From an optimization exercise on the open Yosys and OpenROAD flow, aimed at small area and a short achievable clock period; shortcuts taken in it are not production practice. RTL that was checked went through simulation tests only; none was proved equivalent to the original. Power figures rest on the tool's default switching activity, not on a simulated workload.

Setup of run A:
## add_jump_cpu
module add_jump_cpu (
    input               clk,
    input               rst,
    input        [15:0] value,
    input        [1:0]  dest,
    input        [1:0]  src,
    input               add,
    input               jump,
    input               prog,
    input               advance,
    output   [3:0]  pc,
    output   [15:0] o_b,
    output   [15:0] o_r0,
    output   [15:0] o_r1,
    output   [15:0] o_r2,
    output   [15:0] o_r3,
    output   [31:0] w2_dbg,
    output          asm_store_clk_dbg
);
Size: ~1,200 cells after synthesis, ~140 I/O pins.
export LEC_CHECK = 0
export CAP_MARGIN = 20
export CORE_MARGIN = 2
export CORE_UTILIZATION = 60
export SETUP_SLACK_MARGIN = 2.0
export SLEW_MARGIN = 20
export SYNTH_HIERARCHICAL = 1
create_clock -name core_clock -period 5.5 [get_ports {clk}]
standard.sh (not shown) runs the stock make flow with config.mk's settings and CLKGATE_MAP_FILE= SYNTH_SCRIPT=/design/flow/synth_recipe.tcl, a recipe that flattens the netlist after the stock synthesis.
==> flow/flow/run.sh <==
#!/bin/bash
# Standard ORFS layout with three changes: ports are buffered with a plain
# buf_2 instead of the delay cell buffer_ports picks; adders are left as plain
# gates for ABC (no half/full adder cell extraction), so ABC can build a fast
# carry tree; and the clock tree uses clkbuf_8 leaves over larger clusters,
# without dummy loads.
set -euo pipefail
bash standard.sh finish \
    "BUFFER_PORTS_ARGS=-buffer_cell sky130_fd_sc_hd__buf_2" \
    ADDER_MAP_FILE= \
    "CTS_ARGS=-sink_clustering_enable -repair_clock_nets -dont_use_dummy_load -buf_list sky130_fd_sc_hd__clkbuf_8 -sink_clustering_size 16 -sink_clustering_max_diameter 60" \
    > standard_flow.log 2>&1
--- input diff run A..run B ---
- changing SETUP_SLACK_MARGIN from 2.0 to 2.3
==> flow/flow/run.sh <==
#!/bin/bash
# Standard ORFS layout with three changes: ports are buffered with a plain
# buf_1 instead of the delay cell buffer_ports picks; adders are left as plain
# gates for ABC (no half/full adder cell extraction), so ABC can build a fast
# carry tree; and the clock tree uses clkbuf_8 leaves over larger clusters,
# without dummy loads.
set -euo pipefail
bash standard.sh finish \
    "BUFFER_PORTS_ARGS=-buffer_cell sky130_fd_sc_hd__buf_1" \
    ADDER_MAP_FILE= \
    "CTS_ARGS=-sink_clustering_enable -repair_clock_nets -dont_use_dummy_load -buf_list sky130_fd_sc_hd__clkbuf_8 -sink_clustering_size 16 -sink_clustering_max_diameter 60" \
    > standard_flow.log 2>&1
Results
Run B reached the end of the flow, and the finished layout is clean on the timing, DRC and antenna checks. From run A to run B the numbers moved as follows: met1 track demand over resource up 3.1 points, global-route usage over all layers up 1.8 points, combined flip-flop and latch cell area flat, filler-free cell count of the finished design up about 3.3%, maximum frequency down 0.58%. Run B -> run A: max-cap check violation count delta 0, exact match. Final HPWL from detailed placement came out lower on run B than on run A. For run B, the capturing element of the worst setup path was o_b[2], unlike run A, where it was ir[0]. Compared with run A, run B shows via count higher by about 3.7%.
The following lists how run C was set up differently from run B:
- CORE_UTILIZATION now 70, was 60
==> flow/flow/run.sh <==
#!/bin/bash
# Standard ORFS layout with three changes: ports are buffered with a plain
# buf_2 instead of the delay cell buffer_ports picks; adders are left as plain
# gates for ABC (no half/full adder cell extraction), so ABC can build a fast
# carry tree; and the clock tree uses clkbuf_8 leaves over larger clusters,
# without dummy loads.
set -euo pipefail
bash standard.sh finish \
    "BUFFER_PORTS_ARGS=-buffer_cell sky130_fd_sc_hd__buf_2" \
    ADDER_MAP_FILE= \
    "CTS_ARGS=-sink_clustering_enable -repair_clock_nets -dont_use_dummy_load -buf_list sky130_fd_sc_hd__clkbuf_8 -sink_clustering_size 16 -sink_clustering_max_diameter 60" \
    > standard_flow.log 2>&1
==> results.txt <==
[run C vs run B] overall power consumption: lower in run C
In run C the area growth from synthesis to final layout turned out 3.3 points lower than in run B.
Area: run C vs run B -> run C smaller

The RTL this note starts from:
==> flow/design.v <==
module adder_nbits (
    input  [15:0] a,
    input  [15:0] b,
    output [15:0] s
);
    wire [15:0] g0 = a & b;
    wire [15:0] p0 = a ^ b;
    wire [15:0] g1, p1;
    wire [15:0] g2, p2;
    wire [15:0] g3, p3;
    wire [15:0] g4;
    genvar i;
    generate
        for (i = 0; i < 16; i = i + 1) begin : pfx
            if (i % 2 == 1) begin : l1c
                assign g1[i] = g0[i] | (p0[i] & g0[i-1]);
                assign p1[i] = p0[i] & p0[i-1];
            end else begin : l1p
                assign g1[i] = g0[i];
                assign p1[i] = p0[i];
            end
            if (i % 4 >= 2) begin : l2c
                assign g2[i] = g1[i] | (p1[i] & g1[(i/4)*4+1]);
                assign p2[i] = p1[i] & p1[(i/4)*4+1];
            end else begin : l2p
                assign g2[i] = g1[i];
                assign p2[i] = p1[i];
            end
            if (i % 8 >= 4) begin : l3c
                assign g3[i] = g2[i] | (p2[i] & g2[(i/8)*8+3]);
                assign p3[i] = p2[i] & p2[(i/8)*8+3];
            end else begin : l3p
                assign g3[i] = g2[i];
                assign p3[i] = p2[i];
            end
            if (i >= 8) begin : l4c
                assign g4[i] = g3[i] | (p3[i] & g3[7]);
            end else begin : l4p
                assign g4[i] = g3[i];
            end
        end
    endgenerate
    assign s = p0 ^ {g4[14:0], 1'b0};
endmodule
module add_jump_cpu (
    input               clk,
    input               rst,
    input        [15:0] value,
    input        [1:0]  dest,
    input        [1:0]  src,
    input               add,
    input               jump,
    input               prog,
    input               advance,
    output   [3:0]  pc,
    output   [15:0] o_b,
    output   [15:0] o_r0,
    output   [15:0] o_r1,
    output   [15:0] o_r2,
    output   [15:0] o_r3,
    output   [31:0] w2_dbg,
    output          asm_store_clk_dbg
);
    reg  [3:0]  pc_r;
    reg  [15:0] r0, r1, r2, r3;
    reg  [20:0] mem [0:15];
    reg  [20:0] ir;
    wire        store = prog & (add | jump);
    wire [20:0] asm_inst = {jump, src, dest, value};
    assign w2_dbg = {5'b0, {3{jump}}, 2'b0, src, 2'b0, dest, value};
    assign asm_store_clk_dbg = store;
    wire [20:0] cur = prog ? asm_inst : ir;
    wire        c_jump = cur[20];
    wire [1:0]  c_rs   = cur[19:18];
    wire [1:0]  c_rd   = cur[17:16];
    wire [15:0] c_imm  = cur[15:0];
    reg [15:0] b;
    always @(*)
        case (c_rs)
            2'd0: b = r0;
            2'd1: b = r1;
            2'd2: b = r2;
            default: b = r3;
        endcase
    wire [15:0] result;
    adder_nbits u_add (
        .a (b),
        .b (c_imm & {16{~c_jump}}),
        .s (result)
    );
    always @(posedge clk) begin
        if (rst) begin
            r0 <= 16'h0; r1 <= 16'h0; r2 <= 16'h0; r3 <= 16'h0;
        end else if (advance) begin
            case (c_rd)
                2'd0: r0 <= result;
                2'd1: r1 <= result;
                2'd2: r2 <= result;
                default: r3 <= result;
            endcase
        end
    end
    wire [3:0] pc_next = rst     ? 4'h0 :
                         advance ? (c_jump ? c_imm[3:0] : pc_r + 4'h1) :
                                   pc_r;
    always @(posedge clk)
        pc_r <= pc_next;
    always @(posedge clk)
        if (store)
            mem[pc_r] <= asm_inst;
    always @(posedge clk)
        ir <= (store && pc_next == pc_r) ? asm_inst : mem[pc_next];
    assign pc   = pc_r;
    assign o_b  = b;
    assign o_r0 = r0;
    assign o_r1 = r1;
    assign o_r2 = r2;
    assign o_r3 = r3;
endmodule
clock: 5.5 ns
lec_check: 0
cap_margin: 20
core_margin: 2
core_utilization: 40
slew_margin: 20
run.sh (not shown) runs the stock make flow with config.mk's settings and CLKGATE_MAP_FILE= SYNTH_SCRIPT=/design/flow/synth_recipe.tcl, a recipe that flattens the netlist after the stock synthesis.
Stock flow here: none of the scripts above is used.
The baseline went through all stages and came out clean.
Then changed:
--- a/flow/config.mk
+++ b/flow/config.mk
@@ -6,6 +6,8 @@
 export NUM_CORES = 4
 export LEC_CHECK = 0
+export ABC_CLOCK_PERIOD_IN_PS = 3000
 export CAP_MARGIN = 20
 export CORE_MARGIN = 2
-export CORE_UTILIZATION = 40
+export CORE_UTILIZATION = 55
+export SETUP_SLACK_MARGIN = 2.4
 export SLEW_MARGIN = 20
The changed run ran to the end with no violations.
Via count increases by a little under a tenth.
Sequential share of layout area is lower by 3.7 points.
Die area went down by a quarter to a third.
Fmax came out higher by about a fifth.
Power increases by a few percent.
Global-route usage went up by 8.3 points.
Synthesized cell count does not change.
No functional check of the RTL was part of any run of this note.

==> afterwards: timing with drivers on the ports <==
Ports are ideal in the flow. The routed layouts listed here were re-timed in OpenROAD. Step 1: set_driving_cell puts a clkbuf_16 on clk and a buf_2 on each other input, an assumption about the parent block. Step 2 adds t to the input delays and takes it off the output delays; t is the mean of the earliest and latest rising clock arrival at the registers after step 1. Input paths then give back, and output paths get back, about the clock's delay inside the block. a / b / c = ideal ports / drivers / drivers and shift; a / b = the first two.
| run | t (ns) | setup WS [ns] | worst setup path after step 2 | cell pins on the clock port's net |
|---|---|---|---|---|
| run A | 0.585 | 2.077 / 2.013 / 1.480 | input to register | 1 |
| run B | 0.573 | 2.057 / 1.989 / 1.640 | input to register | 1 |
| run C | 0.642 | 2.261 / 2.140 / 1.560 | input to register | 1 |
| the first run of note 2 | 0.607 | 0.419 / 0.419 / 0.215 | input to register | 1 |
| the second run of note 2 | 0.583 | 1.048 / 0.996 / 0.657 | input to register | 1 |
After both steps setup and hold are still met in every run listed. The setup slack of run C, which loses most, moves by -0.121 ns with the drivers and by -0.701 ns with both steps.
